This design comes from an exercise in tuning for small area and a short achievable clock period on the open sky130 flow, not from production work.
RTL that was checked went through simulation tests only; none was proved equivalent to the original.
Only the layout flow was run in run 8; the RTL was not checked for function there.
Power is estimated from default activity; no workload was simulated.

===== flow/design.v =====
`timescale 1ns / 1ps
module umt_top #(
    parameter MAX_UMTS = 5,
    parameter MAX_LMTS = 5,
    parameter MAX_WIDTH = 64,
    parameter MAX_DEPTH = 512,
    parameter PMT_WIDTH = 32,
    parameter PMT_DEPTH = 32,
    parameter MAX_PMTS_PER_LMT = 8
) (
    input  wire                      clk,
    input  wire                      rst_n,
    input  wire                      umt_cfg_valid,
    input  wire                      umt_cfg_wr_en,
    input  wire [2:0]                umt_cfg_id,
    input  wire [15:0]               umt_cfg_width,
    input  wire [15:0]               umt_cfg_depth,
    input  wire                      umt_cfg_type,
    input  wire                      umt_map_trigger,
    input  wire                      entry_valid,
    input  wire [2:0]                entry_umt_id,
    input  wire [8:0]                entry_addr,
    input  wire [MAX_WIDTH-1:0]      entry_data,
    input  wire [MAX_WIDTH-1:0]      entry_mask,
    output wire                      map_done,
    output wire                      map_error,
    output wire [MAX_LMTS-1:0]       lmt_used,
    output wire [MAX_LMTS*8-1:0]     lmt_uid,
    output wire [MAX_LMTS*8-1:0]     lmt_internal_id,
    output wire [MAX_LMTS*2-1:0]     lmt_status_flag,
    output wire [MAX_LMTS*2-1:0]     lmt_width_gear,
    output wire [MAX_LMTS*3-1:0]     lmt_depth_gear,
    output wire                      lmt_entry_valid,
    output wire [2:0]                lmt_entry_id,
    output wire [8:0]                lmt_entry_addr,
    output wire [MAX_WIDTH-1:0]      lmt_entry_data,
    output wire [MAX_WIDTH-1:0]      lmt_entry_mask,
    output wire [7:0]                total_lmts_used,
    output wire [15:0]               total_pmts_needed
);
    integer n;
    reg  [4:0]  cv;      
    reg  [4:0]  cw;      
    reg  [19:0] cd;      
    wire cfg_w_ok = ~|umt_cfg_width[15:7] &
                    (umt_cfg_width[6] ? ~|umt_cfg_width[5:0] : |umt_cfg_width[5:0]);
    wire cfg_d_ok = ~|umt_cfg_depth[15:10] &
                    (umt_cfg_depth[9] ? ~|umt_cfg_depth[8:0] : |umt_cfg_depth[8:0]);
    wire cfg_ok = umt_cfg_valid & umt_cfg_wr_en &
                  ~(umt_cfg_id[2] & (umt_cfg_id[1] | umt_cfg_id[0])) & cfg_w_ok & cfg_d_ok;
    wire [3:0] cfg_bw;
    wire [3:0] cfg_dbm1;
    assign cfg_bw[0] = ~|umt_cfg_depth[4:0];
    genvar gb;
    generate
        for (gb = 0; gb < 4; gb = gb + 1) begin : g_dec
            assign cfg_dbm1[gb] = umt_cfg_depth[5+gb] ^ cfg_bw[gb];
            if (gb < 3) begin : g_b
                assign cfg_bw[gb+1] = cfg_bw[gb] & ~umt_cfg_depth[5+gb];
            end
        end
    endgenerate
    wire       cfg_wbig = umt_cfg_width[6] | (umt_cfg_width[5] & (|umt_cfg_width[4:0]));
    integer u;
    always @(posedge clk or negedge rst_n) begin
        if (!rst_n)
            cv <= 5'd0;
        else
            for (u = 0; u < 5; u = u + 1)
                if (cfg_ok && umt_cfg_id == u)
                    cv[u] <= 1'b1;
    end
    always @(posedge clk) begin
        for (u = 0; u < 5; u = u + 1)
            if (cfg_ok && umt_cfg_id == u) begin
                cw[u] <= cfg_wbig;
                cd[u*4 +: 4] <= cfg_dbm1;
            end
    end
    localparam S_FIN_A = 4'h5;
    localparam S_CHECK = 4'h6;
    localparam S_IDLE  = 4'h7;
    localparam S_FIN_M = 4'hD;
    localparam S_DONE  = 4'hE;
    reg  [3:0] s;
    reg        md;
    reg  [4:0] r;         
    reg  [7:0] p;         
    reg  [4:0] tl;
    reg  [7:0] tp;
    wire [2:0] k  = s[2:0];
    wire       tl_err = tl[4] | tl[3] | (tl[2] & tl[1]);    
    wire       step = ~(k[2] & (k[1] | k[0]));
    reg        sv, sw;
    reg  [3:0] sd;
    always @(*) begin
        sv = 1'b0;
        sw = 1'b0;
        sd = 4'd0;
        for (u = 0; u < 5; u = u + 1)
            if (k == u) begin
                sv = cv[u];
                sw = cw[u];
                sd = cd[u*4 +: 4];
            end
    end
    wire [5:0] pmx = sw ? {1'b0, sd, 1'b1} : {2'b0, sd};    
    wire [1:0] nlm1 = sw ? sd[3:2] : {1'b0, sd[3]};          
    wire       multi = (nlm1 != 2'd0);
    wire [1:0] dgs = sd[2] ? 2'd3 : sd[1] ? 2'd2 : {1'b0, sd[0]};
    wire       alloc = s[3] & step & sv;
    always @(posedge clk or negedge rst_n) begin
        if (!rst_n) begin
            s  <= S_IDLE;
            md <= 1'b0;
            tl <= 5'd0;
            tp <= 8'd0;
        end else begin
            case (s)
                S_IDLE: begin
                    md <= 1'b0;
                    if (umt_map_trigger) s <= 4'h0;
                end
                S_FIN_A: begin
                    tl <= r;
                    tp <= p;
                    s  <= S_CHECK;
                end
                S_CHECK: begin
                    if (tl_err)
                        s <= S_DONE;
                    else
                        s <= 4'h8;
                end
                S_FIN_M: s <= S_DONE;
                S_DONE: begin
                    md <= 1'b1;
                    if (!umt_map_trigger) s <= S_IDLE;
                end
                4'hF: s <= S_IDLE;
                default: s <= s + 4'd1;
            endcase
        end
    end
    reg [4:0] r_inc;
    reg [7:0] p_inc;
    reg       cy;
    integer   q;
    always @(*) begin
        r_inc[0] = ~(r[0] ^ nlm1[0]);
        cy = r[0] | nlm1[0];
        r_inc[1] = r[1] ^ nlm1[1] ^ cy;
        cy = (r[1] & nlm1[1]) | (cy & (r[1] | nlm1[1]));
        for (q = 2; q < 5; q = q + 1) begin
            r_inc[q] = r[q] ^ cy;
            cy = r[q] & cy;
        end
        p_inc[0] = ~(p[0] ^ pmx[0]);
        cy = p[0] | pmx[0];
        for (q = 1; q < 5; q = q + 1) begin
            p_inc[q] = p[q] ^ pmx[q] ^ cy;
            cy = (p[q] & pmx[q]) | (cy & (p[q] | pmx[q]));
        end
        for (q = 5; q < 8; q = q + 1) begin
            p_inc[q] = p[q] ^ cy;
            cy = p[q] & cy;
        end
    end
    always @(posedge clk) begin
        if (s == S_IDLE) begin
            if (umt_map_trigger) begin
                r <= 5'd0;
                p <= 8'd0;
            end
        end else if (s == S_FIN_A) begin
            r <= 5'd0;
        end else if (step && sv) begin
            r <= r_inc;
            if (!s[3]) p <= p_inc;
        end
    end
    reg [14:0] lid;       
    reg [4:0]  lw;        
    reg [4:0]  lm;        
    reg [14:0] lf;        
    reg [4:0]  rh;
    reg [1:0]  j [0:4];
    reg [4:0]  we;
    reg [4:0]  last;
    integer i;
    always @(*) begin
        for (i = 0; i < 5; i = i + 1)
            rh[i] = (r[3:0] == i);
        for (n = 0; n < 5; n = n + 1) begin
            we[n] = 1'b0;
            last[n] = 1'b0;
            j[n] = 2'd0;
            for (i = 0; i < 4; i = i + 1) begin
                if (n - i >= 0 && rh[n-i] && (i == 0 || i == 1 && (|nlm1) || i == 2 && nlm1[1] || i == 3 && (&nlm1))) begin
                    we[n] = alloc;
                    j[n] = i;
                    last[n] = (nlm1 == i);
                end
            end
        end
    end
    always @(posedge clk or negedge rst_n) begin
        if (!rst_n) begin
            lid <= 15'd0;
            lw  <= 5'd0;
            lm  <= 5'd0;
            lf  <= 15'd0;
        end else begin
            for (n = 0; n < 5; n = n + 1) begin
                if (we[n]) begin
                    lid[n*3 +: 3] <= k;
                    lw[n] <= sw;
                    lm[n] <= multi;
                    lf[n*3 +: 3] <= multi ? {last[n], j[n]} : {1'b1, dgs};
                end
            end
        end
    end
    reg [4:0] lu;         
    reg [1:0] ldg [0:4];
    reg [39:0] o_uid, o_iid;
    reg [9:0]  o_sf, o_wg;
    reg [14:0] o_dg;
    always @(*) begin
        for (n = 0; n < 5; n = n + 1) begin
            lu[n]  = lm[n] | lf[n*3+2];
            ldg[n] = lm[n] ? {1'b1, ~lw[n]} : lf[n*3 +: 2];
            o_uid[n*8 +: 8] = {5'd0, lid[n*3 +: 3]};
            o_iid[n*8 +: 8] = {6'd0, lm[n] ? lf[n*3 +: 2] : 2'd0};
            o_sf[n*2 +: 2]  = lm[n] ? {(|lf[n*3 +: 2]), (~|lf[n*3 +: 2]) ^ lf[n*3+2]} : 2'd0;
            o_wg[n*2 +: 2]  = {1'b0, lw[n]};
            o_dg[n*3 +: 3]  = {1'b0, ldg[n]};
        end
    end
    assign map_done          = md;
    assign map_error         = tl_err & (md | (s == S_DONE));
    assign lmt_used          = lu;
    assign lmt_uid           = o_uid;
    assign lmt_internal_id   = o_iid;
    assign lmt_status_flag   = o_sf;
    assign lmt_width_gear    = o_wg;
    assign lmt_depth_gear    = o_dg;
    assign total_lmts_used   = {3'd0, tl};
    assign total_pmts_needed = {8'd0, tp};
    reg        e_v;
    reg [2:0]  e_id;
    reg [7:0]  e_addr;
    reg [63:0] e_data, e_mask;
    reg [3:0] st [0:4];
    reg [4:0] en [0:4];
    reg [3:0] z;
    reg       c, t;
    integer   b;
    always @(*) begin
        for (n = 0; n < 5; n = n + 1) begin
            st[n] = 4'd0;
            for (i = 0; i < n; i = i + 1)
                if (lu[i] && lid[i*3 +: 3] == lid[n*3 +: 3])
                    st[n] = en[i][3:0];
            z = 4'd1 << ldg[n];
            c = 1'b0;
            for (b = 0; b < 4; b = b + 1) begin
                t = z[b] | c;
                en[n][b] = st[n][b] ^ t;
                c = st[n][b] & t;
            end
            en[n][4] = c;
        end
    end
    reg [4:0] hit;
    reg       lt, eq;
    reg       found;
    reg       taken;
    reg [2:0] t_id;
    reg [2:0] t_off;
    reg [2:0] o;
    reg [1:0] g;
    always @(*) begin
        taken = 1'b0;
        t_id = 3'd0;
        t_off = 3'd0;
        for (n = 0; n < 5; n = n + 1) begin
            lt = en[n][4];
            eq = ~en[n][4];
            for (b = 3; b >= 0; b = b - 1) begin
                lt = lt | (eq & ~entry_addr[5+b] & en[n][b]);
                eq = eq & ~(entry_addr[5+b] ^ en[n][b]);
            end
            hit[n] = lu[n] & (lid[n*3 +: 3] == entry_umt_id) & lt;
            g = ldg[n];
            o[0] = (g != 2'd0) & (entry_addr[5] ^ st[n][0]);
            o[1] = g[1] & (entry_addr[6] ^ st[n][1] ^ (~entry_addr[5] & st[n][0]));
            o[2] = g[1] & g[0] & (entry_addr[7] ^ st[n][2] ^
                   ((~entry_addr[6] & st[n][1]) | (~(entry_addr[6] ^ st[n][1]) & ~entry_addr[5] & st[n][0])));
            if (hit[n] && !taken) begin
                taken = 1'b1;
                t_id = n[2:0];
                t_off = o;
            end
        end
        found = |hit;
    end
    always @(posedge clk or negedge rst_n) begin
        if (!rst_n) begin
            e_v    <= 1'b0;
            e_id   <= 3'd0;
            e_addr <= 8'd0;
            e_data <= 64'd0;
            e_mask <= 64'd0;
        end else begin
            e_v <= entry_valid & found;
            if (entry_valid & found) begin
                e_id   <= t_id;
                e_addr <= {t_off, entry_addr[4:0]};
                e_data <= entry_data;
                e_mask <= entry_mask;
            end
        end
    end
    assign lmt_entry_valid = e_v;
    assign lmt_entry_id    = e_id;
    assign lmt_entry_addr  = {1'b0, e_addr};
    assign lmt_entry_data  = e_data;
    assign lmt_entry_mask  = e_mask;
endmodule

===== flow/flow/run.sh =====
#!/bin/bash
# Standard ORFS layout (the standard.sh) with these changes:
#  - port buffers are the smallest buffer cell (buf_1);
#  - clock tree: larger sink clusters of clkbuf_8, no dummy loads;
#  - repair aims at a setup slack of 93 ns (the I/O paths set the period);
#  - tie cells each drive up to 8 constant outputs instead of one each;
#  - after floorplan, the logic is re-mapped for area (restructure) and
#    cells are set to their smallest variant.
set -euo pipefail
here="$(cd "$(dirname "$0")" && pwd)"
export BUFFER_PORTS_ARGS="-buffer_cell sky130_fd_sc_hd__buf_1"
export CTS_ARGS="-sink_clustering_enable -repair_clock_nets -dont_use_dummy_load -buf_list {sky130_fd_sc_hd__clkbuf_4 sky130_fd_sc_hd__clkbuf_8} -sink_clustering_size 12 -sink_clustering_max_diameter 50"
export SETUP_SLACK_MARGIN=93
export SKIP_REPAIR_TIE_FANOUT=1
export POST_FLOORPLAN_TCL="$here/post_floorplan.tcl"
bash standard.sh > standard.log 2>&1

===== flow/flow/downsize.tcl =====
# Set every logic cell to the smallest-area variant of its function (the
# synthesis mapping upsizes freely); later repair steps size up what the
# timing and slew limits need.
set dont_use_pats $::env(DONT_USE_CELLS)
proc ds_ok { name pats } {
  foreach p $pats { if { [string match $p $name] } { return 0 } }
  return 1
}
# smallest variant of each cell family (family = name without the _N suffix)
set best [dict create]
foreach lc [get_lib_cells sky130_fd_sc_hd__*] {
  set name [get_name $lc]
  if { ![ds_ok $name $dont_use_pats] } { continue }
  if { ![regexp {^(sky130_fd_sc_hd__.+)_(\d+)$} $name -> fam drv] } { continue }
  set area [get_property $lc area]
  if { ![dict exists $best $fam] } {
    dict set best $fam [list $name $area $drv]
  } else {
    lassign [dict get $best $fam] bn ba bd
    if { $area < $ba - 1e-6 || (abs($area - $ba) < 1e-6 && $drv == 1) } {
      dict set best $fam [list $name $area $drv]
    }
  }
}
set swapped 0
foreach inst [get_cells *] {
  set lc [get_lib_cells -of_objects $inst]
  set name [get_name $lc]
  if { ![regexp {^(sky130_fd_sc_hd__.+)_(\d+)$} $name -> fam drv] } { continue }
  if { [string match "*conb*" $fam] || [string match "*tap*" $fam] || [string match "*buf*" $fam] } { continue }
  if { ![dict exists $best $fam] } { continue }
  set target [lindex [dict get $best $fam] 0]
  if { $target != $name } {
    replace_cell $inst $target
    incr swapped
  }
}
puts "downsize: $swapped cells set to their smallest variant"

===== flow/flow/post_floorplan.tcl =====
# After floorplan: re-map the logic for area (OpenROAD's restructure, which
# runs ABC), then share tie cells and set cells to their smallest variant.
# The placement step's repair then buffers and sizes what timing needs.
set here [file dirname [info script]]
set rmp_dir $::env(OBJECTS_DIR)/rmp
file mkdir $rmp_dir

# ABC reads the liberty file directly, so give it one without the
# platform's don't-use cells.
proc rmp_dont_use { name } {
  foreach p $::env(DONT_USE_CELLS) { if { [string match $p $name] } { return 1 } }
  return 0
}
set fin [open [lindex $::env(LIB_FILES) 0] r]
set fout [open $rmp_dir/no_dont_use.lib w]
set skip 0
set depth 0
while { [gets $fin line] >= 0 } {
  if { !$skip && [regexp {^\s*cell\s*\(\s*"?([A-Za-z0-9_]+)"?\s*\)} $line -> cname] && [rmp_dont_use $cname] } {
    set skip 1
    set depth 0
  }
  if { $skip } {
    incr depth [expr { [regexp -all {\{} $line] - [regexp -all {\}} $line] }]
    if { $depth <= 0 && [regexp {\}} $line] } { set skip 0 }
    continue
  }
  puts $fout $line
}
close $fin
close $fout

restructure -target area -liberty_file $rmp_dir/no_dont_use.lib \
  -tielo_port sky130_fd_sc_hd__conb_1/LO -tiehi_port sky130_fd_sc_hd__conb_1/HI \
  -work_dir $rmp_dir
source $here/tie.tcl
source $here/downsize.tcl

===== flow/flow/tie.tcl =====
# Regroup the constant loads: one tie cell for every 8 loads of the same
# value (the standard flow gives every load a tie cell of its own).
set tie_group 8
set block [ord::get_db_block]
set master [[ord::get_db] findMaster sky130_fd_sc_hd__conb_1]
set ties {}
foreach inst [$block getInsts] {
  if { [[$inst getMaster] getName] == "sky130_fd_sc_hd__conb_1" } { lappend ties $inst }
}
set k 0
foreach pin {LO HI} {
  set loads {}
  set nets {}
  foreach inst $ties {
    set net [[$inst findITerm $pin] getNet]
    if { $net == "NULL" } { continue }
    lappend nets $net
    foreach bt [$net getBTerms] { lappend loads [list b $bt] }
    foreach ld [$net getITerms] {
      if { [$ld getInst] != $inst } { lappend loads [list i $ld] }
    }
  }
  set n [llength $loads]
  puts "tie $pin: [llength $nets] nets, $n loads"
  if { $n == 0 } { continue }
  for { set s 0 } { $s < $n } { incr s $tie_group } {
    incr k
    set ni [odb::dbInst_create $block $master "tie_group_$k"]
    set nn [odb::dbNet_create $block "tie_group_net_$k"]
    [$ni findITerm $pin] connect $nn
    foreach ld [lrange $loads $s [expr {$s + $tie_group - 1}]] {
      lassign $ld kind obj
      $obj disconnect
      $obj connect $nn
    }
  }
  foreach net $nets {
    foreach it [$net getITerms] { $it disconnect }
    odb::dbNet_destroy $net
  }
}
foreach inst $ties {
  set used 0
  foreach it [$inst getITerms] { if { [$it getNet] != "NULL" && [[$it getMTerm] getSigType] == "SIGNAL" } { set used 1 } }
  if { !$used } { odb::dbInst_destroy $inst }
}
set left 0
foreach inst [$block getInsts] {
  if { [[$inst getMaster] getName] == "sky130_fd_sc_hd__conb_1" } { incr left }
}
puts "tie cells now: $left"

===== flow/standard.sh =====
#!/bin/bash
# synth_recipe.tcl (not shown) runs the flow's synth.tcl, then flattens the netlist and writes it again
# the make line also repeats each setting of config.mk as NAME=value (left out here)
make -C /OpenROAD-flow-scripts/flow DESIGN_CONFIG=/design/flow/config.mk WORK_HOME=/design/flow/orfs CLKGATE_MAP_FILE= SYNTH_SCRIPT=/design/flow/synth_recipe.tcl "${@:-finish}"

===== flow/config.mk =====
export PLATFORM = sky130hd
export DESIGN_NAME = umt_top
export DESIGN_NICKNAME = umt_top
export VERILOG_FILES = /design/flow/design.v
export SDC_FILE = /design/flow/constraint.sdc
export NUM_CORES = 4
export LEC_CHECK = 0
export CAP_MARGIN = 20
export CORE_MARGIN = 2
export CORE_UTILIZATION = 75
export SLEW_MARGIN = 20

===== flow/constraint.sdc =====
create_clock -name core_clock -period 120.0 [get_ports {clk}]
set_input_delay 24.0000 -clock core_clock [delete_from_list [all_inputs] [get_ports {clk}]]
set_output_delay 24.0000 -clock core_clock [all_outputs]
set_load 0.01 [all_outputs]

==> results of run 1 <==
layout make-up:
type                            instances  area, sq um  share of cell area, %
Sequential cell                       241         6220                   47.3
Inverter                              129          494                   3.75
Clock buffer                           26          358                   2.72
Tap cell                              225          282                   2.14
Antenna cell                            1         2.50                 0.0190
Multi-Input combinational cell        642         4240                   32.2
Timing Repair Buffer                  399         1570                   11.9
synthesized netlist by cell type (29+ instances only):
cell type / count / area [sq um]
inv_1: 47 / 176
nor2_1: 74 / 278
mux2_2: 163 / 1840
xor2_1: 34 / 298
nand2_1: 59 / 221
o21ai_0: 38 / 190
a21oi_1: 29 / 145
edfxtp_1: 38 / 1140
ha_1: 39 / 488
dfrtp_1: 200 / 5000
buf_4: 82 / 616
kinds of logic (layout without fill, tap and decap cells):
kind of cell	count (synthesis)	in the layout	share of synthesized area, %
simple gates	272	186	11.0
flops	241	241	48.1
buf+inv	179	554	7.98
mux	170	0	14.7
compound gates	165	446	8.70
xor+xnor	60	0	4.18
fa+ha+maj	50	0	5.32
other cells	1	11	0.0290
worst max-delay path, stage by stage:
cell and delay, ns:
buf_1 0.33, clkinvlp_4 0.37, a221o_1 0.38, o21ai_1 0.07
a21oi_1 0.06, o2111ai_1 0.33, nand4_1 0.19, clkinv_1 0.19
a21oi_4 0.08, buf_12 0.18, inv_6 0.31, buf_12 0.37
a22o_1 0.23
flip-flops by register name, indices dropped and copies added, names as in the netlist, 8 cells and up:
signal,flops
lf,15
cd,20
e_mask,64
e_data,64
tp,8
e_addr,8
lid,15
p,8
stage by stage:
stage | instances | power [W] | setup slack [ns]
2_1_floorplan | 1138 | 0.000241 | 93.50
3_3_place_gp | 1631 | 0.000324 | 91.93
3_5_place_dp | 1631 | 0.000330 | 91.92
4_1_cts | 1658 | 0.000376 | 93.07
5_1_grt | 1662 | 0.000405 | 93.03
6_report | 1663 | 0.000381 | 93.28
layer usage:
metal | global-route usage, % | vias to the layer above
met4 | 17.2 | 0
met3 | 9.13 | 102
li1 | - | 4802
met1 | 49.6 | 5064
met5 | 0 | -
met2 | 58.5 | 657
repair_timing:
item	in CTS	in global routing
cloned	1	0
setup endpoints to repair	108	108
setup buffers	0	4
hold buffers	0	0
pin swaps	1	1
resized for setup	5	3
power by group:
group,internal (W),switching [W]
Sequential,0.000116,0.0000247
Clock,0.0000192,0.0000265
Combinational,0.0000721,0.000123
Total,0.000207,0.000174
worst paths after layout:
path / end / startpoint
max in group asynchronous: e_data[36] / rst_n
setup / recovery: e_data[22] / entry_addr[7]
hold reg to reg: cv[0] / cv[0]
hold / removal: cv[0] / cv[0]
min in group asynchronous: lid[2] / rst_n
setup reg to reg: e_data[22] / lid[3]
==> out/qor.yml, run 1 <==
status: "finished clean"
relSlewSlack_pct: 38.3
dpl.hpwl_mm: 25.6
rrSetupSlack_ns: 112.91
cp.required_ns: 120.49
drive_gt1_share_pct: 2.99
fillers: 1232
rows: 48
maxCapViolations: 0
yosys.cell_types.count: 76
final_util_pct: 77.2
cts.clk_slew.worst_paths_ns: 0.08
insertion_delay_ns: 0.56
cts_tree: "built"
synth_ff_type: "dfrtp_1"
wl_met3_mm: 3.56
dr.pass1.iters: 7
setup_viol: 0
dr.first_iter.drc_count: 1319
vias: 10600
cts_buffer_depth: 3
final_common_cell: "buf_1"
worstMarginPinSlew_ns: 0.922
placed_cell_area_sq_um: 12700
post-route-min-period_ns: 26.72
holdWs_ns: 0.475
syn_to_final_growth_pct: 1.77
grt_max_degree: 105
viasPerCell: 6.39
die-area_sq_um: 18300
nets: 1621
cts_sinks: 241
grt_pass1_wl_mm: 53.2
fmax_mhz: 37.4
die_y_um: 135
drc: 0
grt_pass1_vias: 9876
place_congestion: 1.02
coreArea_sq_um: 17100
synth_nets: 1368
portBuffers: 390
tns_ns: 0
io-pin-count: 469
numCtsBuffers: 26
grtUsageTotal_pct: 37.3
routedWlPerCell_um: 20.8
cts_root_buf: "clkbuf_8"
synth_edf_count: 38
skew_ns: 0.0470
power_density_nw_per_um2: 28.9
cp-end-kind: "register"
seq_area_frac_synth_pct: 48.1
crit_type: "in2reg"
top_layer: "met4"
die_w_um: 135
p_leak_nw: 5.28
wl_met1_mm: 13.2
peakVddDrop_mv: 0.0161
netlist_instances: 1138
finalMaxSlewViolations: 0
whs_path_depth: 1
syn_area_sq_um: 12900
antenna_found_initial: 0
period_share_pct: 22.3
grt_overflow_total: 0
hold_viol: 0
cp-start-kind: "input pin"
final_cell_mix: "buf_1, dfrtp_1, a22o_1, clkinv_1, nor2_1"
holdCritPathClass: "reg2reg"
cp_max_fo: 87
synth-seq-cells: 241
start_util_pct: 75.9
fin_area_sq_um: 13200
htreeDepth: 1
drt-total-wl_mm: 34.5
wl_met2_mm: 16.2
avgSynthCellArea_sq_um: 11.4
rsz0062_at_grt: "false"
reg2reg_depth: 25
yosys_warnings: 11
worstPathArrival_ns: 27.21
ant_nets: 0
synthArstFlopShare_pct: 84.2
==> inputs of run 2 (changes only) <==
==> flow/flow/run.sh (replaced) <==
#!/bin/bash
# Standard ORFS layout (the standard.sh) with these changes:
#  - port buffers are the smallest buffer cell (buf_1);
#  - clock tree: larger sink clusters of clkbuf_8, no dummy loads;
#  - repair aims at a setup slack of 94 ns (the I/O paths set the period);
#  - tie cells each drive up to 8 constant outputs instead of one each;
#  - after floorplan, the logic is re-mapped for area (restructure) and
#    cells are set to their smallest variant.
set -euo pipefail
here="$(cd "$(dirname "$0")" && pwd)"
export BUFFER_PORTS_ARGS="-buffer_cell sky130_fd_sc_hd__buf_1"
export CTS_ARGS="-sink_clustering_enable -repair_clock_nets -dont_use_dummy_load -buf_list sky130_fd_sc_hd__clkbuf_8 -sink_clustering_size 16 -sink_clustering_max_diameter 60"
export SETUP_SLACK_MARGIN=94
export SKIP_REPAIR_TIE_FANOUT=1
export POST_FLOORPLAN_TCL="$here/post_floorplan.tcl"
bash standard.sh > standard.log 2>&1
--- a/flow/config.mk
+++ b/flow/config.mk
@@ -9,3 +9,3 @@
 export CORE_MARGIN = 2
-export CORE_UTILIZATION = 75
+export CORE_UTILIZATION = 65
 export SLEW_MARGIN = 20
==> run 2 against run 1 <==
  * Design area rose by 3.2%
  * Clock skew barely moved
  * Via count fell by 0.49%
  * Die area rose by 15%
  * Sequential share of layout area fell by 1.4 points
  * Global-route usage fell by 4.7 points
  * Cell count rose by 3.1%
  * Clock-buffer cell count fell by 6
  * Power rose by 0.63%
  * Synthesized cell count did not move
  * Clock power fell by 11%
  * Worst setup slack improved by 0.73 ns
  * Critical path type unchanged
  * Highest routed layer unchanged
==> out/qor.yml, run 2 <==
cts_hold_buffers: 0
cts_tree: "built"
cp-start-kind: "input pin"
synth-seq-cells: 241
cts_sinks: 241
worstMarginPinSlew_ns: 0.983
synth_nets: 1368
path_buf_inv: 6
synthArstFlopShare_pct: 84.2
synth_edf_count: 38
pre_cts_slack_ns: 91.68
htreeDepth: 1
syn_to_final_growth_pct: 5.03
peakVddDrop_mv: 0.0146
maxCapViolations: 0
synth_xor_area_share_pct: 4.18
cts_buffer_depth: 3
drt-total-wl_mm: 36.7
insertion_delay_ns: 0.55
synth_top_area_share_pct: 38.7
crit_chain: "buf_1, clkinv_2, a222oi_1, o211ai_1, nand4_1, clkinv_2, a21oi_4, buf_12, inv_12, buf_16, o32a_1"
tns_ns: 0
p_leak_nw: 5.43
finalMaxSlewViolations: 0
cp-end-kind: "register"
die-area_sq_um: 21100
viasPerCell: 6.17
period_share_pct: 21.7
cpPeakStageDelay_ns: 0.37
cts_root_buf: "clkbuf_8"
skew_ns: 0.0473
internal_power_w: 0.000207
synthAdderAreaFrac_pct: 5.32
synth_top_area_cell: "dfrtp_1"
p_sw_share_pct: 46.1
use_met1_pct: 44.1
post-route-min-period_ns: 25.99
synth_top_family_by_area: "multiplexers"
min_from: "cv[1]"
holdCritPathClass: "reg2reg"
rows: 51
synth_most_common_cell: "dfrtp_1"
crit_path_frequent_cell: "clkinv_2"
nets: 1633
grt.busiest_layer: "met2"
pwr-share-clk_pct: 10.6
vias: 10600
rsz0062_at_grt: "false"
netlist_instances: 1138
status: "finished clean"
reg_top3: "e_data (64), e_mask (64), cd (20)"
grt_use_met3_pct: 5.88
io-pin-count: 469
critPathTopFamily: "compound AO/OA/AOI/OAI gates"
synth_ff_type: "dfrtp_1"
worstPathArrival_ns: 26.39
fin_ws_ns: 94.01
combPwrFrac_pct: 52.6
yosys.area_share.simple_pct: 11.0
place_congestion: 0.967
portBuffers: 390
die_y_um: 145
dpl.hpwl_mm: 25.5
avgSynthCellArea_sq_um: 11.4
r2r_start: "lid[1]"
power_density_nw_per_um2: 28.2
p_seq_share_pct: 36.7
grt_max_degree: 172
syn_area_sq_um: 12900
setup_viol: 0
crit_type: "in2reg"
yosys.cell_types.count: 76
antenna_cells: 0
final_cell_mix: "buf_1, dfrtp_1, a22o_1, clkinv_1, nor2_1"
die_w_um: 145
drc: 0
synthTopCellsByCount: "dfrtp_1, mux2_2, buf_4, nor2_1, nand2_1"
seq_area_frac_synth_pct: 48.1
synth.area.mux_share_pct: 14.7
grt_pass1_wl_mm: 54.9
relSlewSlack_pct: 34.2
antenna_found_initial: 0
dr.pass1.iters: 9
dr.first_iter.drc_count: 963
grtUsageTotal_pct: 32.6
cp.required_ns: 120.40
synth.area.top_cells: "dfrtp_1, mux2_2, edfxtp_1"
grt_pass1_vias: 9899
routedWlPerCell_um: 21.4
fmax_mhz: 38.5
crit_path_start: "entry_umt_id[2]"
coreArea_sq_um: 19500
grt_overflow_total: 0
hold_viol: 0
ant_nets: 0
start_util_pct: 66.3
synth_compound_area_share_pct: 8.70
grtUsageMet2_pct: 53.9
yosys_warnings: 11
numCtsBuffers: 20
cp_max_fo: 14
cts.clk_slew.worst_paths_ns: 0.09
final_common_cell: "buf_1"
switchingPower_w: 0.000176
critPathSlowestCell: "a222oi_1"
drive_gt1_share_pct: 6.00
[run 2: cell families (layout without fill, tap and decap cells)]
family,Yosys count,in the layout
AOI/OAI and AO/OA,165,446
xor gates and xnor gates,60,0
adders and majority gates,50,0
buffers and inverters,179,566
DFF,241,241
muxes,170,0
other,1,10
and+or+nand+nor,272,186
[run 2: per-stage QoR]
stage	area [sq um]	power (W)	util (%)	hold WS, ns	cells
after global routing	13600	0.000407	69.6	0.506	1714
after detailed placement	12800	0.000331	65.5	0.455	1671
final	13600	0.000383	69.6	0.477	1714
after floorplan	13100	0.000242	-	0.440	1138
after CTS	13300	0.000375	67.9	0.477	1698
after global placement	12800	0.000327	65.5	0.449	1671
[run 2: layer usage]
layer,part of all wire [%],vias up
li1,-,4822
met1,40,5091
met2,49,579
met3,8.3,81
met4,3.4,0
met5,0,-
[run 2: area by class of cell]
class	instances	area (sq um)
clock buffers	20	275
fillers	1602	5930
inverters	129	528
multi-input cells	642	4370
flip-flops and latches	241	6230
well taps	265	332
repair buffers	415	1850
repair inverters	2	15.0
[run 2: what timing repair did]
item / in CTS / in global routing
setup buffers: 4 / 8
endpoints found under the setup margin: 164 / 164
gates cloned: 3 / 8
pin swaps: 1 / 7
resized for setup: 40 / 28
[run 2: power groups by stage]
stage	combinational [W]	clock (W)	sequential (W)
5_1_grt	0.000218	0.0000443	0.000144
3_3_place_gp	0.000187	0	0.000140
3_5_place_dp	0.000191	0	0.000140
4_1_cts	0.000193	0.0000413	0.000140
6_report	0.000202	0.0000408	0.000141
2_1_floorplan	0.000116	0	0.000126
[run 2: path summary, 6_finish.rpt]
| check | end | slack [ns] | depth (start not counted) |
|---|---|---|---|
| max | e_id[0] | 94.01 | 11 |
| min | cv[1] | 0.48 | 1 |
| max reg2reg | e_id[0] | 113.47 | 25 |
| min reg2reg | cv[1] | 0.48 | 1 |
| max in group asynchronous | lid[6] | 95.23 | 2 |
| min in group asynchronous | cv[0] | 23.44 | 1 |
==> inputs of run 3 (changes only) <==
--- a/flow/config.mk
+++ b/flow/config.mk
@@ -9,3 +9,3 @@
 export CORE_MARGIN = 2
-export CORE_UTILIZATION = 65
+export CORE_UTILIZATION = 75
 export SLEW_MARGIN = 20
==> run 3 against run 2 <==
  * Utilization grew 8.6 points
  * Worst hold slack got worse by 0.0020 ns
  * Sequential power is essentially flat
  * Global-route usage up 4.8 points
  * Register-to-register slack worse by 0.11 ns
  * First-iteration DRC count is 26% higher
  * Clock power decreased by 2%
  * Largest power group unchanged
==> out/qor.yml, run 3 <==
maxCapViolations: 0
seq_area_frac_synth_pct: 48.1
synth_top_area_share_pct: 38.7
holdWs_ns: 0.475
worstMarginPinSlew_ns: 1.01
synth_edf_count: 38
syn_area_sq_um: 12900
yosys.area_share.simple_pct: 11.0
rrSetupSlack_ns: 113.36
avgSynthCellArea_sq_um: 11.4
die-area_sq_um: 18300
setup_viol: 0
cts.clk_slew.worst_paths_ns: 0.10
synth_top_area_cell: "dfrtp_1"
viasPerCell: 6.41
vias: 10700
cts_hold_buffers: 0
hold_viol: 0
p_sw_share_pct: 46.2
netlist_instances: 1138
drt-total-wl_mm: 35.6
ant_nets: 0
pwr-share-clk_pct: 10.5
synth_xor_area_share_pct: 4.18
cp.required_ns: 120.48
nets: 1622
insertion_delay_ns: 0.54
fmax_mhz: 38.5
synth.area.top_cells: "dfrtp_1, mux2_2, edfxtp_1"
routedWlPerCell_um: 21.4
io-pin-count: 469
cp_max_fo: 28
grt_pass1_wl_mm: 53.3
start_util_pct: 75.9
die_w_um: 135
syn_to_final_growth_pct: 3.12
combPwrFrac_pct: 52.7
coreArea_sq_um: 17100
p_leak_nw: 5.35
antenna_found_initial: 0
synth_nets: 1368
rsz0062_at_grt: "false"
synthAdderAreaFrac_pct: 5.32
synth_most_common_cell: "dfrtp_1"
grt_overflow_total: 0
status: "finished clean"
grtUsageTotal_pct: 37.3
period_share_pct: 21.6
cp-end-kind: "register"
finalMaxSlewViolations: 0
final_common_cell: "buf_1"
rows: 48
cts_sinks: 241
power_density_nw_per_um2: 28.5
htreeDepth: 1
synthArstFlopShare_pct: 84.2
dr.pass1.iters: 7
numCtsBuffers: 19
synth_top_family_by_area: "multiplexers"
cts_tree: "built"
dr.first_iter.drc_count: 1211
relSlewSlack_pct: 32.3
grt_max_degree: 96
p_seq_share_pct: 36.9
worstPathArrival_ns: 26.43
peakVddDrop_mv: 0.0152
skew_ns: 0.0554
cts_buffer_depth: 3
grt_pass1_vias: 9985
synth_compound_area_share_pct: 8.70
final_cell_mix: "buf_1, dfrtp_1, a22o_1, clkinv_1, nor2_1"
reg_top3: "e_data (64), e_mask (64), cd (20)"
drive_gt1_share_pct: 5.08
cts_root_buf: "clkbuf_8"
fillers: 1234
portBuffers: 390
synth-seq-cells: 241
internal_power_w: 0.000204
yosys_warnings: 11
holdCritPathClass: "reg2reg"
crit_type: "in2reg"
synth_ff_type: "dfrtp_1"
tns_ns: 0
cp-start-kind: "input pin"
post-route-min-period_ns: 25.96
synthTopCellsByCount: "dfrtp_1, mux2_2, buf_4, nor2_1, nand2_1"
die_y_um: 135
synth.area.mux_share_pct: 14.7
switchingPower_w: 0.000176
drc: 0
whs_path_depth: 1
dpl.hpwl_mm: 25.3
yosys.cell_types.count: 76
place_congestion: 0.999
reg2reg_depth: 24
[run 3: layer usage]
metal / wire length, um / vias to the layer above / global-route usage [%] / part of all wire [%]
li1: - / 4789 / - / -
met1: 13300 / 5106 / 49.3 / 37
met2: 17300 / 679 / 61.3 / 49
met3: 3700 / 94 / 8.72 / 10
met4: 1290 / 0 / 13.3 / 3.6
met5: 0 / - / 0 / 0
[run 3: path summary, 6_finish.rpt]
check                        endpoint          start
setup / recovery           e_mask[26]  entry_addr[6]
hold / removal                  cv[2]          cv[2]
setup reg to reg           e_mask[26]         lid[3]
hold reg to reg                 cv[2]          cv[2]
max in group asynchronous   e_addr[1]          rst_n
min in group asynchronous       lf[1]          rst_n
[run 3: final cells by class]
class                           instances  area [sq um]  area share [%]
Inverter                              129           517            3.87
Clock buffer                           19           262            1.96
Timing Repair Buffer                  405          1690            12.7
Timing Repair inverter                  1          6.26          0.0469
Tap cell                              225           282            2.11
Antenna cell                            1          2.50          0.0188
Multi-Input combinational cell        643          4360            32.7
Sequential cell                       241          6220            46.6
[run 3: per-stage QoR]
step           worst slack [ns]  utilization [%]  total power [W]  instance area [sq um]  std cells
2_1_floorplan             93.70                -         0.000242                  13100       1138
3_3_place_gp              91.83             74.6         0.000323                  12700       1631
3_5_place_dp              91.74             74.6         0.000329                  12700       1631
4_1_cts                   94.02             77.4         0.000372                  13200       1658
5_1_grt                   93.99             78.2         0.000401                  13300       1663
6_report                  94.04             78.2         0.000380                  13300       1664
[run 3: logic make-up (layout without fill, tap and decap cells)]
family	after synthesis	count (layout)
flops	241	241
fa+ha+maj	50	0
other cells	1	11
simple gates	272	186
mux	170	0
xor+xnor	60	0
compound gates	165	447
buf+inv	179	554
[run 3: power groups by stage]
stage	registers, W	logic [W]	clock network [W]
finish	0.000140	0.000200	0.0000398
CTS	0.000139	0.000193	0.0000399
global placement	0.000139	0.000184	0
global route	0.000144	0.000215	0.0000426
floorplan	0.000126	0.000116	0
detailed placement	0.000139	0.000190	0
[run 3: critical path, stage by stage]
cell and delay, ns:
buf_4 0.20, clkinv_4 0.13, nor2_1 0.11, nor3_1 0.05, a221o_1 0.26, o21ai_1 0.08
a21oi_1 0.08, o2111ai_2 0.27, nand4_1 0.26, inv_4 0.15, a21oi_4 0.09, inv_8 0.18
bufbuf_16 0.36, a22o_1 0.17
[run 3: what timing repair did]
item / CTS / global route
buffers inserted: 3 / 4
pin swaps: 1 / 4
endpoints found under the hold margin: 0 / 0
resized for setup: 36 / 20
setup endpoints to repair: 162 / 146
gates cloned: 5 / 1
==> inputs of run 4 (changes only) <==
--- a/flow/flow/run.sh
+++ b/flow/flow/run.sh
@@ -4,3 +4,3 @@
 #  - clock tree: larger sink clusters of clkbuf_8, no dummy loads;
-#  - repair aims at a setup slack of 94 ns (the I/O paths set the period);
+#  - repair aims at a setup slack of 93.5 ns (the I/O paths set the period);
 #  - tie cells each drive up to 8 constant outputs instead of one each;
@@ -12,3 +12,3 @@
 export CTS_ARGS="-sink_clustering_enable -repair_clock_nets -dont_use_dummy_load -buf_list sky130_fd_sc_hd__clkbuf_8 -sink_clustering_size 16 -sink_clustering_max_diameter 60"
-export SETUP_SLACK_MARGIN=94
+export SETUP_SLACK_MARGIN=93.5
 export SKIP_REPAIR_TIE_FANOUT=1
==> run 4 against run 3 <==
  * Still clean
  * Clock power is 2% lower
  * Non-clock buffer count decreased by 6
  * Utilization shrank 1.4 points
  * Flip-flop and latch count did not move
  * Area after synthesis is the same
  * Worst hold slack gained 0.0036 ns
  * Critical path depth decreased by 4
  * Die area is the same
  * Fmax is 1.6% lower
  * Global-route usage is 0.56 points lower
  * Cell count decreased by 0.42%
  * Critical path type unchanged
==> out/qor.yml, run 4 <==
cp_max_fo: 87
synth_top_area_share_pct: 38.7
pre_cts_slack_ns: 91.92
power_density_nw_per_um2: 28.6
relSlewSlack_pct: 38.1
top_layer: "met4"
min_from: "cv[1]"
coreArea_sq_um: 17100
synth_ff_type: "dfrtp_1"
dpl.cell_count: 1631
post-route-min-period_ns: 26.37
cp_num_cells: 10
synth_most_common_cell: "dfrtp_1"
maxCapViolations: 0
netlist_instances: 1138
crit_path_start: "entry_umt_id[0]"
finalMaxSlewViolations: 0
cp.required_ns: 120.43
reg2reg_depth: 24
synth.area.top_cells: "dfrtp_1, mux2_2, edfxtp_1"
critPathTopFamily: "compound AO/OA/AOI/OAI gates"
fin_ws_ns: 93.63
nets: 1615
cts_buffer_depth: 3
synth-seq-cells: 241
io-pin-count: 469
antenna_found_initial: 0
numCtsBuffers: 19
cts.clk_slew.worst_paths_ns: 0.10
period_share_pct: 22.0
yosys.cell_types.count: 76
final_cell_mix: "buf_1, dfrtp_1, a22o_1, clkinv_1, nor2_1"
critPathSlowestCell: "a222oi_1"
path_buf_inv: 5
die_w_um: 135
wl_met3_mm: 3.50
drt-total-wl_mm: 34.8
final_common_cell: "buf_1"
final_util_pct: 76.8
dr.pass1.iters: 9
status: "finished clean"
setup_viol: 0
vias: 10600
cts_root_buf: "clkbuf_8"
skew_ns: 0.0488
p_leak_nw: 5.25
dr.first_iter.drc_count: 1313
die_y_um: 135
dpl.hpwl_mm: 25.6
insertion_delay_ns: 0.54
avgSynthCellArea_sq_um: 11.4
tns_ns: 0
place_congestion: 1.02
crit_type: "in2reg"
worstPathArrival_ns: 26.80
ant_nets: 0
crit_chain: "buf_1, clkinv_1, a222oi_1, o2111ai_1, nand4_1, clkinv_1, a21oi_4, clkinv_8, buf_16, a22o_1"
cpPeakStageDelay_ns: 0.38
yosys_warnings: 11
rrSetupSlack_ns: 113.21
die-area_sq_um: 18300
rsz0062_at_grt: "true"
htreeDepth: 1
grt_overflow_total: 0
syn_to_final_growth_pct: 1.24
synth_top_area_cell: "dfrtp_1"
grt_pass1_vias: 9816
seq_area_frac_synth_pct: 48.1
grt_max_degree: 105
cp-end-kind: "register"
hold_end: "cv[1]"
fmax_mhz: 37.9
r2r_start: "lid[3]"
drc: 0
cts_hold_buffers: 0
peakVddDrop_mv: 0.0175
routedWlPerCell_um: 21.0
hold_viol: 0
wl_met1_mm: 13.3
rows: 48
cts_tree: "built"
synthTopCellsByCount: "dfrtp_1, mux2_2, buf_4, nor2_1, nand2_1"
rr_endpoint: "e_data[22]"
whs_path_depth: 1
syn_area_sq_um: 12900
wl_met2_mm: 16.1
cts_sinks: 241
worstMarginPinSlew_ns: 0.925
crit_path_frequent_cell: "clkinv_1"
cp-start-kind: "input pin"
reg_top3: "e_data (64), e_mask (64), cd (20)"
grt_pass1_wl_mm: 52.6
viasPerCell: 6.40
portBuffers: 390
synth_nets: 1368
drive_gt1_share_pct: 2.80
synthArstFlopShare_pct: 84.2
fillers: 1243
final_cells: 1657
holdCritPathClass: "reg2reg"
start_util_pct: 75.9
synth_edf_count: 38
grtUsageTotal_pct: 36.8
-- run 4: cell counts after synthesis --
No cell type changed its count.
-- run 4: worst register-to-register path: cells and delay by family, from the launching register on --
kind                   cells  cell delay (ns)
AOI/OAI and AO/OA         16             4.24
buffers and inverters      5             0.96
DFF                        1             0.50
and+or+nand+nor            3             0.99
-- run 4: layout make-up --
| type | count | area, sq um | area share (%) |
|---|---|---|---|
| sequential | 241 | 6220 | 47.5 |
| multi-input combinational | 642 | 4250 | 32.4 |
| timing repair buffer | 399 | 1570 | 12.0 |
| tap | 225 | 282 | 2.15 |
| antenna | 1 | 2.50 | 0.0191 |
| clock buffer | 19 | 262 | 2.00 |
| inverter | 129 | 503 | 3.84 |
| timing repair inverter | 1 | 8.76 | 0.0669 |
-- run 4: metrics by stage --
stage	power (W)	hold WS, ns	cell area [sq um]
floorplan	0.000241	0.440	12900
global placement	0.000324	0.447	12700
detailed placement	0.000330	0.456	12700
CTS	0.000370	0.481	13000
global route	0.000398	0.494	13100
finish	0.000375	0.479	13100
-- run 4: worst max path at each step --
stage / end / slack (ns)
final: e_data[22] / 93.63
after global routing: e_data[22] / 93.49
after CTS: map_error / 93.53
after detailed placement: e_data[22] / 91.92
after global placement: e_mask[6] / 91.93
after floorplan: e_data[10] / 93.50
-- run 4: per-layer routing --
| layer | track usage, % | vias up |
|---|---|---|
| met5 | 0 | - |
| met1 | 49.3 | 5003 |
| met3 | 7.93 | 130 |
| li1 | - | 4787 |
| met4 | 17.4 | 0 |
| met2 | 58.0 | 680 |
-- run 4: timing repair --
action,4_1_cts,5_1_grt
pin swaps,1,1
gates cloned,1,1
endpoints found under the setup margin,138,110
gates resized for setup,8,10
buffers inserted,2,2
-- run 4: logic make-up (layout without fill, tap and decap cells) --
| logic type | after synthesis | count (layout) | share of synthesized area [%] |
|---|---|---|---|
| other | 1 | 11 | 0.0290 |
| AOI/OAI and AO/OA | 165 | 446 | 8.70 |
| xor gates and xnor gates | 60 | 0 | 4.18 |
| and+or+nand+nor | 272 | 186 | 11.0 |
| adders and majority gates | 50 | 0 | 5.32 |
| DFF | 241 | 241 | 48.1 |
| buffers and inverters | 179 | 548 | 7.98 |
| muxes | 170 | 0 | 14.7 |
-- run 4: report_power, final --
group | total (W) | switching, W | internal [W]
Clock | 0.0000391 | 0.0000248 | 0.0000143
Combinational | 0.000195 | 0.000123 | 0.0000723
Sequential | 0.000140 | 0.0000249 | 0.000115
==> inputs of run 5 (changes only) <==
--- a/flow/flow/run.sh
+++ b/flow/flow/run.sh
@@ -4,3 +4,3 @@
 #  - clock tree: larger sink clusters of clkbuf_8, no dummy loads;
-#  - repair aims at a setup slack of 93.5 ns (the I/O paths set the period);
+#  - repair aims at a setup slack of 93 ns (the I/O paths set the period);
 #  - tie cells each drive up to 8 constant outputs instead of one each;
@@ -12,3 +12,3 @@
 export CTS_ARGS="-sink_clustering_enable -repair_clock_nets -dont_use_dummy_load -buf_list sky130_fd_sc_hd__clkbuf_8 -sink_clustering_size 16 -sink_clustering_max_diameter 60"
-export SETUP_SLACK_MARGIN=93.5
+export SETUP_SLACK_MARGIN=93
 export SKIP_REPAIR_TIE_FANOUT=1
==> run 5 against run 4 <==
  * Still clean
  * Area after synthesis is the same
  * Sequential share of layout area grew 0.13 points
  * Worst hold slack is essentially flat
  * Clock skew shrank 0.0024 ns
  * Critical path type unchanged
  * Highest routed layer unchanged
==> out/qor.yml, run 5 <==
dr.pass1.iters: 8
cp-end-kind: "register"
die_w_um: 135
synth_ff_type: "dfrtp_1"
fillers: 1249
placed_cell_area_sq_um: 12700
insertion_delay_ns: 0.54
grt_max_degree: 105
die_y_um: 135
grt_pass1_wl_mm: 52.5
crit_type: "in2reg"
rrSetupSlack_ns: 112.97
rows: 48
synthArstFlopShare_pct: 84.2
worstMarginPinSlew_ns: 0.939
holdCritPathClass: "reg2reg"
maxCapViolations: 0
p_leak_nw: 5.23
antenna_found_initial: 0
final_cells: 1655
synthTopCellsByCount: "dfrtp_1, mux2_2, buf_4, nor2_1, nand2_1"
yosys.cell_types.count: 76
portBuffers: 390
synth_nets: 1368
reg_top3: "e_data (64), e_mask (64), cd (20)"
dr.first_iter.drc_count: 1196
cp_max_fo: 87
final_cell_mix: "buf_1, dfrtp_1, a22o_1, clkinv_1, nor2_1"
setup_viol: 0
worstPathArrival_ns: 27.23
drc: 0
syn_to_final_growth_pct: 0.967
cts_buffer_depth: 3
avgSynthCellArea_sq_um: 11.4
die-area_sq_um: 18300
vias: 10600
period_share_pct: 22.3
seq_area_frac_synth_pct: 48.1
tns_ns: 0
power_density_nw_per_um2: 28.6
yosys_warnings: 11
post-route-min-period_ns: 26.75
grt_overflow_total: 0
synth.area.top_cells: "dfrtp_1, mux2_2, edfxtp_1"
cts_root_buf: "clkbuf_8"
skew_ns: 0.0465
grt_pass1_vias: 9813
place_congestion: 1.02
cts_sinks: 241
synth-seq-cells: 241
io-pin-count: 469
relSlewSlack_pct: 37.2
netlist_instances: 1138
hold_viol: 0
viasPerCell: 6.39
cts_hold_buffers: 0
fin_area_sq_um: 13100
cts.clk_slew.worst_paths_ns: 0.10
final_common_cell: "buf_1"
synth_top_area_cell: "dfrtp_1"
status: "finished clean"
synth_top_area_share_pct: 38.7
synth_edf_count: 38
dpl.cell_count: 1631
synth_most_common_cell: "dfrtp_1"
rsz0062_at_grt: "false"
dpl.hpwl_mm: 25.6
grtUsageTotal_pct: 36.7
ant_nets: 0
nets: 1613
start_util_pct: 75.9
fmax_mhz: 37.4
htreeDepth: 1
syn_area_sq_um: 12900
finalMaxSlewViolations: 0
numCtsBuffers: 19
cp.required_ns: 120.47
coreArea_sq_um: 17100
drt-total-wl_mm: 34.4
final_util_pct: 76.6
cp-start-kind: "input pin"
routedWlPerCell_um: 20.8
peakVddDrop_mv: 0.0164
drive_gt1_share_pct: 2.45
cts_tree: "built"
-- run 5: final timing paths --
| check | start | end | cells past startpoint |
|---|---|---|---|
| max in group asynchronous | rst_n | e_mask[31] | 2 |
| worst max-delay path | entry_addr[7] | e_data[22] | 13 |
| worst max register to register | lid[3] | e_data[22] | 25 |
| worst min-delay path | cv[1] | cv[1] | 1 |
| worst min register to register | cv[1] | cv[1] | 1 |
| min in group asynchronous | rst_n | lid[4] | 1 |
-- run 5: critical path: stages --
cell and delay, ns:
buf_1 0.33, clkinvlp_4 0.36, a221o_1 0.38, o21ai_1 0.07, a21oi_1 0.06, o2111ai_1 0.34
nand4_1 0.21, clkinv_1 0.20, a21oi_4 0.08, buf_12 0.18, inv_6 0.30, buf_12 0.37
a22o_1 0.24
-- run 5: stage by stage --
stage          setup slack (ns)  total power [W]  hold slack (ns)
2_1_floorplan             93.50         0.000241            0.440
3_3_place_gp              91.93         0.000324            0.447
3_5_place_dp              91.92         0.000330            0.456
4_1_cts                   93.05         0.000369            0.481
5_1_grt                   92.99         0.000397            0.494
6_report                  93.25         0.000374            0.479
-- run 5: kinds of logic (layout without fill, tap and decap cells) --
group | Yosys count | in the layout | share of synthesized area (%)
and+or+nand+nor | 272 | 186 | 11.0
DFF | 241 | 241 | 48.1
buffers and inverters | 179 | 546 | 7.98
muxes | 170 | 0 | 14.7
AOI/OAI and AO/OA | 165 | 446 | 8.70
xor gates and xnor gates | 60 | 0 | 4.18
adders and majority gates | 50 | 0 | 5.32
other | 1 | 11 | 0.0290
-- run 5: cell type report --
cell class / instances / area [sq um] / share of cell area (%)
Tap cell: 225 / 282 / 2.15
Inverter: 129 / 494 / 3.78
Timing Repair Buffer: 398 / 1560 / 12.0
Multi-Input combinational cell: 642 / 4240 / 32.5
Clock buffer: 19 / 262 / 2.00
Sequential cell: 241 / 6220 / 47.6
Antenna cell: 1 / 2.50 / 0.0192
-- run 5: what timing repair did --
item | CTS | global route
buffers inserted | 0 | 3
cloned | 1 | 0
setup endpoints to repair | 108 | 108
gates resized for setup | 5 | 3
pin swaps | 1 | 1
-- run 5: report_power, final --
group	internal, W	switching (W)
clock	0.0000143	0.0000249
sequential	0.000115	0.0000247
combinational	0.0000720	0.000123
-- run 5: layer usage --
metal,wire length [um],global-route usage (%)
met2,16200,57.7
met3,3270,7.63
met1,13300,49.3
met4,1730,17.4
met5,0,0
==> inputs of run 6 (changes only) <==
--- a/flow/flow/run.sh
+++ b/flow/flow/run.sh
@@ -4,3 +4,3 @@
 #  - clock tree: larger sink clusters of clkbuf_8, no dummy loads;
-#  - repair aims at a setup slack of 93 ns (the I/O paths set the period);
+#  - repair aims at a setup slack of 93.75 ns (the I/O paths set the period);
 #  - tie cells each drive up to 8 constant outputs instead of one each;
@@ -12,3 +12,3 @@
 export CTS_ARGS="-sink_clustering_enable -repair_clock_nets -dont_use_dummy_load -buf_list sky130_fd_sc_hd__clkbuf_8 -sink_clustering_size 16 -sink_clustering_max_diameter 60"
-export SETUP_SLACK_MARGIN=93
+export SETUP_SLACK_MARGIN=93.75
 export SKIP_REPAIR_TIE_FANOUT=1
==> run 6 against run 5 <==
  * Fmax is 2.0% higher
  * Wire length is 0.99% higher
  * Synthesized cell count stayed put
  * Design area is 0.90% higher
  * Highest routed layer is now met5
  * Flip-flop and latch count stayed put
  * Sequential power hardly changed
  * Still clean
  * Power is 0.81% higher
  * Critical path depth is 4 lower
==> out/qor.yml, run 6 <==
seq_area_frac_synth_pct: 48.1
dr.first_iter.drc_count: 1439
grt_max_degree: 96
maxCapViolations: 0
period_share_pct: 21.8
htreeDepth: 1
rrSetupSlack_ns: 113.27
hold_viol: 0
antenna_found_initial: 1
p_sw_share_pct: 46.1
avgSynthCellArea_sq_um: 11.4
nets: 1618
io-pin-count: 469
die_w_um: 135
netlist_instances: 1138
rsz0062_at_grt: "true"
crit_type: "in2reg"
place_congestion: 0.999
final_util_pct: 77.3
wl_met2_mm: 16.7
tns_ns: 0
portBuffers: 390
cp.required_ns: 120.17
cts_sinks: 241
switchingPower_w: 0.000174
cp-start-kind: "input pin"
start_util_pct: 75.9
synthTopCellsByCount: "dfrtp_1, mux2_2, buf_4, nor2_1, nand2_1"
routedWlPerCell_um: 21.0
dr.pass1.iters: 6
internal_power_w: 0.000203
setup_viol: 0
drive_gt1_share_pct: 3.49
post-route-min-period_ns: 26.22
die_y_um: 135
yosys_warnings: 11
p_leak_nw: 5.27
cts_buffer_depth: 3
cts_hold_buffers: 0
cts_tree: "built"
cp-end-kind: "register"
synth_nets: 1368
syn_area_sq_um: 12900
drt-total-wl_mm: 34.8
wl_met1_mm: 13.2
cts_root_buf: "clkbuf_8"
combPwrFrac_pct: 52.3
relSlewSlack_pct: 28.4
finalMaxSlewViolations: 0
p_seq_share_pct: 37.2
vias: 10700
status: "finished clean"
dpl.hpwl_mm: 25.3
holdCritPathClass: "reg2reg"
worstPathArrival_ns: 26.39
grt_pass1_vias: 9896
grt_overflow_total: 0
ant_nets: 0
cp_max_fo: 6
synth-seq-cells: 241
synth_ff_type: "dfrtp_1"
antenna_cells: 0
syn_to_final_growth_pct: 1.88
rows: 48
grtUsageTotal_pct: 36.9
viasPerCell: 6.43
skew_ns: 0.0552
coreArea_sq_um: 17100
synth_edf_count: 38
pwr-share-clk_pct: 10.5
fin_area_sq_um: 13200
peakVddDrop_mv: 0.0150
yosys.cell_types.count: 76
numCtsBuffers: 19
wl_met3_mm: 3.47
synth_most_common_cell: "dfrtp_1"
power_density_nw_per_um2: 28.6
synth_top_area_share_pct: 38.7
final_cell_mix: "buf_1, dfrtp_1, a22o_1, clkinv_1, nor2_1"
fillers: 1255
synth_top_area_cell: "dfrtp_1"
worstMarginPinSlew_ns: 1.07
synth.area.top_cells: "dfrtp_1, mux2_2, edfxtp_1"
cts.clk_slew.worst_paths_ns: 0.09
fmax_mhz: 38.1
top_layer: "met5"
placed_cell_area_sq_um: 12700
die-area_sq_um: 18300
drc: 0
insertion_delay_ns: 0.54
final_common_cell: "buf_1"
reg_top3: "e_data (64), e_mask (64), cd (20)"
grt_pass1_wl_mm: 52.7
synthArstFlopShare_pct: 84.2
## run 6: power groups by stage
stage	Clock [W]	Combinational (W)	Sequential (W)
2_1_floorplan	0	0.000116	0.000126
3_3_place_gp	0	0.000184	0.000139
3_5_place_dp	0	0.000190	0.000139
4_1_cts	0.0000399	0.000191	0.000139
5_1_grt	0.0000426	0.000213	0.000144
6_report	0.0000396	0.000197	0.000140
## run 6: worst max-delay path, cell delays in order
cell and delay [ns]:
buf_1 0.07, or3_1 0.35, nor3_1 0.20, nand2_1 0.13, or3_1 0.40, nor2_1 0.15
o221ai_1 0.16, or2_1 0.28, nor3_1 0.64
## run 6: logic make-up after synthesis
family	count (synthesis)	share of synthesized area, %
AOI/OAI and AO/OA	165	8.70
buffers and inverters	179	7.98
adders and majority gates	50	5.32
DFF	241	48.1
other	1	0.0290
muxes	170	14.7
xor gates and xnor gates	60	4.18
and+or+nand+nor	272	11.0
## run 6: final cells by class
class	count	area, sq um	area share, %
clock buffers	19	262	1.98
inverters	129	510	3.87
multi-input cells	643	4290	32.6
flip-flops and latches	241	6220	47.2
well taps	225	282	2.14
repair buffers	402	1610	12.2
## run 6: path summary, 6_finish.rpt
| kind | startpoint | cells past startpoint | to |
|---|---|---|---|
| worst max-delay path | umt_cfg_depth[2] | 9 | cd[4] |
| worst min-delay path | cv[2] | 1 | cv[2] |
| worst max register to register | lid[3] | 24 | e_mask[45] |
| worst min register to register | cv[2] | 1 | cv[2] |
| max in group asynchronous | rst_n | 2 | e_data[26] |
| min in group asynchronous | rst_n | 1 | lf[1] |
## run 6: what timing repair did
item	4_1_cts	5_1_grt
gates cloned	3	0
setup buffers	1	5
gates resized for setup	16	14
setup endpoints to repair	140	139
pin swaps	1	1
hold endpoints to repair	0	0
## run 6: stage by stage
step	hold WS [ns]	cells	power, W	worst slack (ns)
CTS	0.477	1654	0.000370	93.74
global route	0.493	1659	0.000399	93.57
finish	0.476	1659	0.000377	93.78
detailed placement	0.452	1631	0.000329	91.74
floorplan	0.440	1138	0.000242	93.70
global placement	0.447	1631	0.000323	91.83
## run 6: routing by layer
metal  up-vias  GRT usage (%)
met5         -              0
met4         2           13.2
met3        98           7.97
met2       693           60.6
met1      5091           49.2
li1       4781              -
==> inputs of run 7 (changes only) <==
--- a/flow/config.mk
+++ b/flow/config.mk
@@ -9,3 +9,3 @@
 export CORE_MARGIN = 2
-export CORE_UTILIZATION = 75
+export CORE_UTILIZATION = 82
 export SLEW_MARGIN = 20
==> run 7 against run 6 <==
  * The flow now stops in 3_2_place_iop
  * Synthesized cell count unchanged
  * Area after synthesis unchanged
==> out/qor.yml, run 7 <==
die_w_um: 130
synth_edf_count: 38
synth_top_family_by_area: "multiplexers"
synth_ff_type: "dfrtp_1"
synthTopCellsByCount: "dfrtp_1, mux2_2, buf_4, nor2_1, nand2_1"
rows: 45
status: "did not finish"
avgSynthCellArea_sq_um: 11.4
start_util_pct: 84.5
synth.area.top_cells: "dfrtp_1, mux2_2, edfxtp_1"
synth_nets: 1368
synth_xor_area_share_pct: 4.18
syn_area_sq_um: 12900
error: "[ERROR PPL-0024] Number of IO pins (469) exceeds maximum number of available positions (460). Increase the die perimeter from 518.50um to 637.84um."
die_y_um: 130
seq_area_frac_synth_pct: 48.1
synth.area.mux_share_pct: 14.7
netlist_instances: 1138
synth_compound_area_share_pct: 8.70
synthArstFlopShare_pct: 84.2
synth_most_common_cell: "dfrtp_1"
yosys_warnings: 11
yosys.cell_types.count: 76
synth_top_area_cell: "dfrtp_1"
haltStage: "3_2_place_iop"
synth-seq-cells: 241
synth_top_area_share_pct: 38.7
synthAdderAreaFrac_pct: 5.32
yosys.area_share.simple_pct: 11.0
==> run 7: kinds of logic after synthesis <==
family                     Yosys count
buffers and inverters              179
adders and majority gates           50
muxes                              170
other                                1
xor gates and xnor gates            60
DFF                                241
AOI/OAI and AO/OA                  165
and+or+nand+nor                    272
==> inputs of run 8 (changes only) <==
--- a/flow/design.v
+++ b/flow/design.v
@@ -251,3 +251,3 @@
     reg [2:0]  e_id;
-    reg [7:0]  e_addr;
+    reg [8:0]  e_addr;
     reg [63:0] e_data, e_mask;
@@ -279,5 +279,5 @@
     reg [2:0] t_id;
-    reg [2:0] t_off;
-    reg [2:0] o;
-    reg [1:0] g;
+    reg [3:0] t_st;
+    reg [3:0] t_off;
+    reg       bw;
     always @(*) begin
@@ -285,3 +285,3 @@
         t_id = 3'd0;
-        t_off = 3'd0;
+        t_st = 4'd0;
         for (n = 0; n < 5; n = n + 1) begin
@@ -294,7 +294,2 @@
             hit[n] = lu[n] & (lid[n*3 +: 3] == entry_umt_id) & lt;
-            g = ldg[n];
-            o[0] = (g != 2'd0) & (entry_addr[5] ^ st[n][0]);
-            o[1] = g[1] & (entry_addr[6] ^ st[n][1] ^ (~entry_addr[5] & st[n][0]));
-            o[2] = g[1] & g[0] & (entry_addr[7] ^ st[n][2] ^
-                   ((~entry_addr[6] & st[n][1]) | (~(entry_addr[6] ^ st[n][1]) & ~entry_addr[5] & st[n][0])));
             if (hit[n] && !taken) begin
@@ -302,3 +297,3 @@
                 t_id = n[2:0];
-                t_off = o;
+                t_st = st[n];
             end
@@ -306,2 +301,7 @@
         found = |hit;
+        bw = 1'b0;
+        for (b = 0; b < 4; b = b + 1) begin
+            t_off[b] = entry_addr[5+b] ^ t_st[b] ^ bw;
+            bw = (~entry_addr[5+b] & (t_st[b] | bw)) | (t_st[b] & bw);
+        end
     end
@@ -311,3 +311,3 @@
             e_id   <= 3'd0;
-            e_addr <= 8'd0;
+            e_addr <= 9'd0;
             e_data <= 64'd0;
@@ -326,3 +326,3 @@
     assign lmt_entry_id    = e_id;
-    assign lmt_entry_addr  = {1'b0, e_addr};
+    assign lmt_entry_addr  = e_addr;
     assign lmt_entry_data  = e_data;
--- a/flow/flow/run.sh
+++ b/flow/flow/run.sh
@@ -4,3 +4,3 @@
 #  - clock tree: larger sink clusters of clkbuf_8, no dummy loads;
-#  - repair aims at a setup slack of 93.75 ns (the I/O paths set the period);
+#  - repair aims at a setup slack of 93 ns (the I/O paths set the period);
 #  - tie cells each drive up to 8 constant outputs instead of one each;
@@ -12,3 +12,3 @@
 export CTS_ARGS="-sink_clustering_enable -repair_clock_nets -dont_use_dummy_load -buf_list sky130_fd_sc_hd__clkbuf_8 -sink_clustering_size 16 -sink_clustering_max_diameter 60"
-export SETUP_SLACK_MARGIN=93.75
+export SETUP_SLACK_MARGIN=93
 export SKIP_REPAIR_TIE_FANOUT=1
--- a/flow/config.mk
+++ b/flow/config.mk
@@ -9,3 +9,3 @@
 export CORE_MARGIN = 2
-export CORE_UTILIZATION = 82
+export CORE_UTILIZATION = 75
 export SLEW_MARGIN = 20
==> run 8 against run 7 <==
  * Now clean on timing, DRC and antenna
  * Synthesized cell count is 2.6% lower
  * Area after synthesis is 1.5% lower
==> out/qor.yml, run 8 <==
multiInputGateArea_sq_um: 4160
viasPerCell: 6.48
die_y_um: 134
drive_gt1_share_pct: 2.45
status: "finished clean"
cp-start-kind: "input pin"
die_w_um: 134
cpPeakStageDelay_ns: 0.41
tns_ns: 0
grtUsageTotal_pct: 39.6
maxCapViolations: 0
dpl.cell_count: 1588
avgSynthCellArea_sq_um: 11.5
postCtsSetupRepairBufs: 0
worstMarginPinSlew_ns: 0.970
critPathTopFamily: "buffers and inverters"
power_density_nw_per_um2: 26.1
final_cells: 1607
cts_buffer_depth: 3
worstPathArrival_ns: 27.30
reg2reg_depth: 29
hold_viol: 0
ant_nets: 0
grt_pass1_wl_mm: 54.7
synth_edf_count: 38
netlist_instances: 1108
switchingPower_w: 0.000151
finalMaxSlewViolations: 0
p_leak_nw: 5.11
path_buf_inv: 5
fmax_mhz: 37.3
synthTopCellsByCount: "dfrtp_1, mux2_2, buf_4, nor2_1, mux2_1"
vias: 10400
coreArea_sq_um: 16600
syn_area_sq_um: 12800
combPwrFrac_pct: 50.7
portBuffers: 391
min_from: "cv[3]"
insertion_delay_ns: 0.54
die-area_sq_um: 18100
rrSetupSlack_ns: 112.85
setup_viol: 0
final_util_pct: 78.0
cts_tree: "built"
cts_root_buf: "clkbuf_8"
pwr-share-clk_pct: 11.6
regArea_sq_um: 6250
peakVddDrop_mv: 0.0176
final_common_cell: "buf_1"
whs_path_depth: 1
cts.clk_slew.worst_paths_ns: 0.09
critPathSlowestCell: "or3_1"
crit_type: "in2reg"
place_congestion: 1.09
skew_ns: 0.0464
rows: 47
cts_sinks: 242
routedWlPerCell_um: 22.8
dr.pass1.iters: 7
synthArstFlopShare_pct: 84.3
period_share_pct: 22.4
drc: 0
rr_endpoint: "e_addr[7]"
synth_nets: 1333
synth.area.top_cells: "dfrtp_1, edfxtp_1, mux2_2"
relSlewSlack_pct: 35.3
p_seq_share_pct: 37.7
io-pin-count: 469
final_cell_mix: "buf_1, dfrtp_1, o22a_1, clkinv_1, nor2_1"
synth_most_common_cell: "dfrtp_1"
nets: 1571
==> run 8: changes by cell type after synthesis, moves of 5 or more <==
cell / delta
xor2_1: -16
mux2_2: -72
nor3_1: -8
xnor2_1: +10
and2_1: +6
ha_1: -7
a21oi_1: -8
nand3_1: +5
o21ai_0: +9
mux2_1: +71
nand2b_1: -6
==> run 8: layer usage <==
layer | track usage (%) | vias to the layer above | share of wire [%]
met3 | 10.2 | 142 | 10
met4 | 21.6 | 0 | 6.3
li1 | - | 4641 | -
met5 | 0 | - | 0
met2 | 67.4 | 633 | 49
met1 | 46.0 | 4998 | 35
==> run 8: through the flow <==
stage | hold slack, ns | total power, W | area (sq um)
floorplan | 0.440 | 0.000259 | 12800
global placement | 0.449 | 0.000289 | 12600
detailed placement | 0.451 | 0.000293 | 12600
CTS | 0.475 | 0.000332 | 12900
global route | 0.495 | 0.000355 | 12900
finish | 0.470 | 0.000337 | 12900
==> run 8: cells by family after synthesis <==
family,after synthesis,share of synthesized area (%)
AO/OA/AOI/OAI,163,9.10
XOR/XNOR,52,3.57
adder cells (fa/ha/maj),45,5.02
buffers and inverters,179,8.22
flip-flops,242,49.0
multiplexers,166,14.6
other,1,0.0294
AND/OR/NAND/NOR,260,10.4
==> run 8: what timing repair did <==
action / CTS / global route
cloned: 0 / 0
hold buffers: 0 / 0
setup endpoints to repair: 92 / 96
pin swaps: 0 / 0
gates resized for setup: 2 / 9
==> run 8: worst max-delay path by stage <==
stage,from,to,cells past startpoint
after floorplan,entry_addr[8],e_addr[8],16
after global placement,entry_addr[6],e_mask[47],14
after detailed placement,entry_addr[6],e_mask[19],14
after CTS,entry_umt_id[0],e_mask[7],12
after global routing,entry_addr[6],e_addr[7],18
final,entry_addr[6],e_mask[14],12
==> run 8: power by group through the flow <==
stage | sequential (W) | clock [W] | combinational, W
after global routing | 0.000129 | 0.0000426 | 0.000183
after CTS | 0.000126 | 0.0000395 | 0.000166
after detailed placement | 0.000128 | 0 | 0.000165
after global placement | 0.000127 | 0 | 0.000162
after floorplan | 0.000146 | 0 | 0.000113
final | 0.000127 | 0.0000392 | 0.000171
==> run 8: layout make-up <==
class / instances / share of cell area [%]
Clock buffer: 19 / 2.02
Multi-Input combinational cell: 612 / 32.2
Sequential cell: 242 / 48.3
Inverter: 117 / 3.44
Tap cell: 220 / 2.13
Timing Repair Buffer: 397 / 11.9

static timing again, ports no longer ideal:
Ports are ideal in the flow. The routed layouts listed here were re-timed in OpenROAD.
Step 1 assumes that a clkbuf_16 drives the clock port and a buf_2 every other input.
Step 2, shift: input delay + t, output delay - t, t = (earliest + latest rising clock arrival at the registers) / 2. This alone moves slack from input paths to output paths.
Slacks: no drivers / after step 1 / after step 2; pairs: no drivers / after step 1.
run	shift t [ns]	setup slack, ns
run 1	0.582	93.280 / 93.298 / 92.716
run 2	0.569	94.010 / 94.023 / 93.454
run 3	0.555	94.045 / 94.055 / 93.500
run 4	0.552	93.629 / 93.641 / 93.089
run 5	0.555	93.248 / 93.259 / 92.704
run 6	0.553	93.781 / 93.795 / 93.242
run 8	0.564	93.158 / 93.179 / 92.615
After both steps every run listed still meets setup and hold.
